From an optimization exercise on the open Yosys and OpenROAD flow, aimed at small area and a short achievable clock period; shortcuts taken in it are not production practice. In this exercise RTL edits were held to simulation tests only and were not proved equivalent to the original.

**flow/config.mk**
```make
export PLATFORM = sky130hd
export DESIGN_NAME = ALU_Top
export DESIGN_NICKNAME = ALU_Top
export VERILOG_FILES = /design/flow/design.v
export SDC_FILE = /design/flow/constraint.sdc
export NUM_CORES = 4
export LEC_CHECK = 0
export CAP_MARGIN = 20
export CORE_MARGIN = 2
export CORE_UTILIZATION = 40
export SLEW_MARGIN = 20
```
**flow/design.v**
```verilog
module decod 
(
	input wire[1:0] ALU_FUN,
	output reg [3:0] Enables	
);
	always @(*)
	begin
		case (ALU_FUN)
			2'b00: Enables = 4'b1000;
			2'b01: Enables = 4'b0100;
			2'b10: Enables = 4'b0010;
			2'b11: Enables = 4'b0001;	
		endcase
	end
endmodule
module ARITH_UNIT #(parameter width = 16)
(
	input wire signed [width-1:0] A,B,
	input wire clk,reset_n,arith_en,
	output reg signed [2*width-1:0] arith_out,
	output reg arith_flag,carry_out,
	input wire [1:0] ALU_FUN
);
	always @(posedge clk, negedge reset_n)
	begin
		if (~reset_n)
		begin
			arith_out <= 0;
			arith_flag <= 0;
			carry_out <= 0;
		end
		else if (arith_en)
		begin
			case (ALU_FUN)
				2'b00: 
				begin
					{carry_out,arith_out} <= A + B;
					arith_flag <= 1'b1;
				end
				2'b01:
				begin
					{carry_out,arith_out} <= A - B;
					arith_flag <= 1'b1;
				end
				2'b10:
				begin
					{carry_out,arith_out} <= A * B;
					arith_flag <= 1'b1;
				end
				2'b11:
				begin
					{carry_out,arith_out} <= (B == 0) ? 0 : A / B;   
					arith_flag <= 1'b1;
				end
			endcase
		end
		else
		begin
			arith_out <= 0;
			arith_flag <= 0;
			carry_out <= 0;
		end
	end
endmodule
module LOGIC_UNIT #(parameter width = 16)
(
	input wire [width-1:0] A,B,
	input wire clk,reset_n,logic_en,
	output reg [width-1:0] logic_out,
	output reg logic_flag,
	input wire [1:0] ALU_FUN
);
	always @(posedge clk, negedge reset_n)
	begin
		if (~reset_n)
		begin
			logic_out <= 0;
			logic_flag <= 0;
		end
		else if (logic_en)
		begin
			case (ALU_FUN)
				2'b00: 
				begin
					logic_out <= A & B;
					logic_flag <= 1'b1;
				end
				2'b01:
				begin
					logic_out <= A | B;
					logic_flag <= 1'b1;
				end
				2'b10:
				begin
					logic_out <= ~(A & B);
					logic_flag <= 1'b1;
				end
				2'b11:
				begin
					logic_out <= ~(A | B);
					logic_flag <= 1'b1;
				end
			endcase
		end
		else
		begin
			logic_out <= 0;
			logic_flag <= 0;
		end
	end
endmodule
module CMP_UNIT #(parameter width = 16)
(
	input wire [width-1:0] A,B,
	input wire clk,reset_n,cmp_en,
	output reg [1:0] cmp_out,
	output reg cmp_flag,
	input wire [1:0] ALU_FUN
);
	always @(posedge clk, negedge reset_n)
	begin
		if (~reset_n)
		begin
			cmp_out <= 0;
			cmp_flag <= 0;
		end
		else if (cmp_en)
		begin
			case (ALU_FUN)
				2'b01: 
				begin
					cmp_out <= (A == B) ? 2'b01 : 2'b00;
					cmp_flag <= 1'b1;
				end
				2'b10:
				begin
					cmp_out <= (A > B) ? 2'b10 : 2'b00;
					cmp_flag <= 1'b1;
				end
				2'b11:
				begin
					cmp_out <= (A < B) ? 2'b11 : 2'b00;
					cmp_flag <= 1'b1;
				end
				default:
				begin
					cmp_out <= 0;
					cmp_flag <= 0;
				end
			endcase
		end
		else
		begin
			cmp_out <= 0;
			cmp_flag <= 0;
		end
	end
endmodule
module SFIT_UNIT #(parameter width = 16)
(
	input wire [width-1:0] A,B,
	input wire clk,reset_n,shift_en,
	output reg [width-1:0] shift_out,
	output reg shift_flag,
	input wire [1:0] ALU_FUN
);
	always @(posedge clk, negedge reset_n)
	begin
		if (~reset_n)
		begin
			shift_out <= 0;
			shift_flag <= 0;
		end
		else if (shift_en)
		begin
			case (ALU_FUN)
				2'b00: 
				begin
					shift_out <= A >> 1;
					shift_flag <= 1'b1;
				end
				2'b01:
				begin
					shift_out <= A << 1;
					shift_flag <= 1'b1;
				end
				2'b10:
				begin
					shift_out <= B >> 1;
					shift_flag <= 1'b1;
				end
				2'b11:
				begin
					shift_out <= B << 1;
					shift_flag <= 1'b1;
				end
			endcase
		end
		else
		begin
			shift_out <= 0;
			shift_flag <= 0;
		end
	end
endmodule
module ALU_Top #(parameter width = 16)
(
	input wire [width-1:0] A,B,
	input wire [3:0] ALU_FUN,
	input wire clk,reset_n,
	output  [2*width-1:0] Arith_OUT,
	output  [width-1:0] Logic_OUT,SHIFT_OUT,
	output [1:0] CMP_OUT,
	output Carry_OUT,Arith_Flag,CMP_Flag,Logic_Flag,SHIFT_Flag
);
	wire [3:0] Enables;
	decod B0 
	(
	.ALU_FUN(ALU_FUN[3:2]),
	.Enables(Enables)
	);
	ARITH_UNIT #(.width(width)) B1
	(
	.A(A),
	.B(B),
	.clk(clk),
	.reset_n(reset_n),
	.arith_en(Enables[3]),
	.arith_out(Arith_OUT),
	.arith_flag(Arith_Flag),
	.carry_out(Carry_OUT),
	.ALU_FUN(ALU_FUN[1:0])
	);
	LOGIC_UNIT #(.width(width)) B2
	(
	.A(A),
	.B(B),
	.clk(clk),
	.reset_n(reset_n),
	.logic_en(Enables[2]),
	.logic_out(Logic_OUT),
	.logic_flag(Logic_Flag),
	.ALU_FUN(ALU_FUN[1:0])
	);
	CMP_UNIT #(.width(width)) B3
	(
	.A(A),
	.B(B),
	.clk(clk),
	.reset_n(reset_n),
	.cmp_en(Enables[1]),
	.cmp_out(CMP_OUT),
	.cmp_flag(CMP_Flag),
	.ALU_FUN(ALU_FUN[1:0])
	);
	SFIT_UNIT #(.width(width)) B4
	(
	.A(A),
	.B(B),
	.clk(clk),
	.reset_n(reset_n),
	.shift_en(Enables[0]),
	.shift_out(SHIFT_OUT),
	.shift_flag(SHIFT_Flag),
	.ALU_FUN(ALU_FUN[1:0])
	);
endmodule
```
**flow/constraint.sdc**
```tcl
create_clock -name core_clock -period 85.0 [get_ports {clk}]
set_input_delay 17.0000 -clock core_clock [delete_from_list [all_inputs] [get_ports {clk}]]
set_output_delay 17.0000 -clock core_clock [all_outputs]
set_load 0.01 [all_outputs]
```
**flow/run.sh**
```bash
#!/bin/bash
# synth_recipe.tcl (not shown) runs the flow's synth.tcl, then flattens the netlist and writes it again
# the make line also repeats each setting of config.mk as NAME=value (left out here)
make -C /OpenROAD-flow-scripts/flow DESIGN_CONFIG=/design/flow/config.mk WORK_HOME=/design/flow/orfs CLKGATE_MAP_FILE= SYNTH_SCRIPT=/design/flow/synth_recipe.tcl finish
```
==> summary.txt <==
outcome -> complete, no violations
final hold viol count -> 0
multi-input logic area -> 0.04326 mm^2
num ports -> 109
drt first-iter violations -> 4421
number of warnings issued by yosys -> 5
sequential share of the synthesized area -> 3.972%
min cycle time layout -> 82.44 ns
CTS Sinks -> 71
Final Max Tran Viols -> 0
worst slew pin tran -> 1.101 ns
Reg area -> 0.001777 mm^2
DR vias/cell -> 5.849
effective utilization at floorplan -> 40.36%
routability congestion estimate -> 0.9943
worst-case clock buffer depth -> 2
n_diodes -> 0
CP Launch Point -> B[1]
initial antenna violation count -> 3
dpl ws -> -2.827 ns
vias in the first global route -> 46.84k
startpoint types -> primary input
worst hold-check path type -> primary input to asynchronous set/reset pin
largest net degree at the start of global routing -> 72
Main synth FF type -> dfrtp_1
first-pass GRT wire length -> 274.5 mm
final setup margin -> 2.561 ns
count of cell types in the netlist -> 106
Seq cells post-synth -> 71
Worst path most repeated cell -> ha_1
CTS root buffer -> clkbuf_16
fin cells -> 8391
final instance area -> 0.05640 mm^2
Post-CTS Hold Fix Bufs -> 0
Area Growth Syn to Fin -> 26.08%
most frequent cell after synthesis -> ha_1
Detailed Place HPWL -> 146.4 mm
peak per-stage delay on the critical path -> 0.52 ns
grt ovf -> 0
critical path type -> primary input to flip-flop
Worst Path Required -> 85.26 ns
Synth Cell Area -> 0.04473 mm^2
cell taking the most area after synthesis -> ha_1
Die Width -> 338.4 um
commonest cells in the netlist -> ha_1, nor2_1, nand2_1
final setup violation count -> 0
share of cells above drive strength 1 -> 19.66%
Crit. End Element -> flip-flop
Final #Nets -> 7895
TritonCTS clock tree -> built
Layout fillers -> 10.96k
Die Area -> 0.1145 mm^2
Worst-path clk slew -> 0.07 ns
Post-synth EDFFs -> 0
average wire per standard cell -> 21.74 um
CP Max Fanout -> 21
Syn Inst Count -> 6013
die height -> 338.4 um
H-tree depth -> 3
core area -> 0.1108 mm^2
placed cells -> 8280
share of the synthesized area in the top cell type -> 19.44%
fmax -> 0.01213 GHz
wirelength, routed -> 182.4 mm
First-pass DRT Iterations -> 6
routed vias -> 49.08k
Site Rows -> 122
DRC -> 0
Slew headroom -> 25.84%
period utilization -> 96.99%
placed instance area -> 0.05335 mm^2
Async S/R FF share, synth -> 100.0%
arrival time at the worst endpoint -> 82.70 ns
I/O Buffers -> 108
Mapped Avg Cell Area -> 7.439 um^2
All-Layer GR Usage -> 30.39%
CTS buffer count -> 9
slowest CP cell -> or4_4
Final ANT Viol Nets -> 0
# Max-Cap Violations -> 0
Synth area leaders -> ha_1, fa_1, xnor2_1
[cell families after synthesis]
family / share of synthesized area (%)
xor gates and xnor gates: 9.007
adders and majority gates: 31.25
muxes: 3.494
other: 0.01679
and+or+nand+nor: 20.70
AOI/OAI and AO/OA: 25.73
DFF: 3.972
buffers and inverters: 5.835
[worst max-delay path by stage]
stage	cells after the start	slack, ns	endpoint
6_report	320	2.56	B1.carry_out
5_1_grt	328	-0.58	B1.carry_out
4_1_cts	316	0.0006	B1.arith_out[28]
3_5_place_dp	318	-2.83	B1.arith_out[28]
3_3_place_gp	310	-2.02	B1.arith_out[28]
2_1_floorplan	337	0.01	B1.arith_out[31]
[cell usage in the layout, fill, tap and decap left out, drive strengths merged, types with 32 or more instances in the layout]
cell           instances
a221oi                43
nor2b                 91
nand2b                40
mux2i                 36
a21oi                444
o31ai                 61
xnor2                315
nand2                612
nand3                112
nor2                 622
inv                  463
fa                   264
dfrtp                 71
and2                  44
nor4                  32
o211ai                49
o21bai                55
mux2                  77
conb                 170
a21o                 197
nand4                 62
or3                   77
ha                   695
xor2                 145
a211oi                69
o21a                 152
buf                  806
o21ai                282
nor3                 159
a31oi                 68
and3                  42
clkdlybuf4s50        102
or2                   44
[registers in the layout, summed over array words and instances (netlist names)]
| register | cells |
|---|---|
| B1.arith_flag | 1 |
| B1.arith_out | 32 |
| B1.carry_out | 1 |
| B2.logic_flag | 1 |
| B2.logic_out | 16 |
| B3.cmp_flag | 1 |
| B3.cmp_out | 2 |
| B4.shift_flag | 1 |
| B4.shift_out | 16 |
[per-layer routing]
metal | global-route usage, % | share of wire, % | routed length [um]
met5 | 0 | 0.020 | 37
met4 | 10.03 | 3.9 | 7036
met3 | 5.060 | 8.4 | 15310
met2 | 47.81 | 43 | 79290
met1 | 42.05 | 44 | 80770
[per-stage QoR]
stage | util (%) | hold slack (ns) | setup TNS, ns
4_1_cts | 48.72 | 16.82 | 0
3_3_place_gp | 48.14 | 17.22 | -46.50
6_report | 50.89 | 16.58 | 0
2_1_floorplan | - | 16.70 | 0
5_1_grt | 50.89 | 16.65 | -9.465
3_5_place_dp | 48.14 | 17.25 | -75.25
[area by class of cell]
class / instances / area share (%)
multi-input cells: 5431 / 76.70
inverters: 472 / 3.141
repair buffers: 913 / 13.16
well taps: 1488 / 3.301
flip-flops and latches: 71 / 3.150
clock inverters: 5 / 0.09983
clock buffers: 11 / 0.4481
[repair_timing]
| action | CTS | global route |
|---|---|---|
| gates cloned | 1 | 4 |
| pin swaps | 4 | 132 |
| resized for setup | 62 | 353 |
| endpoints found under the hold margin | 0 | 0 |
| endpoints found under the setup margin | 33 | 33 |
| buffers inserted | 4 | 86 |
[worst max-delay path: cells and delay by family]
kind	cells	cell delay (ns)
buf+inv	43	7.03
compound gates	145	29.14
mux	8	2.44
simple gates	89	16.60
fa+ha+maj	33	9.92
xor+xnor	2	0.40

## separate check: timing with driven ports
Ports are ideal in the flow. The routed layout listed here was re-timed in OpenROAD. Step 1 (the two cells are an assumption about what drives the block):
set clk [get_ports {clk}]
set_driving_cell -lib_cell sky130_fd_sc_hd__clkbuf_16 $clk
set_driving_cell -lib_cell sky130_fd_sc_hd__buf_2 [delete_from_list [all_inputs] $clk]
Step 2, shift: input delay + t, output delay - t, t = (earliest + latest rising clock arrival at the registers) / 2. This alone moves slack from input paths to output paths. Three values: ideal ports, drivers, drivers and shift; two values: the first two.
t, ns: 0.434
setup slack, ns: 2.561 / 2.568 / 2.134
worst setup path after step 2: input to register
slew at the worst register clock pin (ns): 0.07 / 0.07
After both steps setup and hold are still met in this run. For this run, drivers alone change the setup slack by +0.007 ns; drivers and shift together by -0.427 ns.
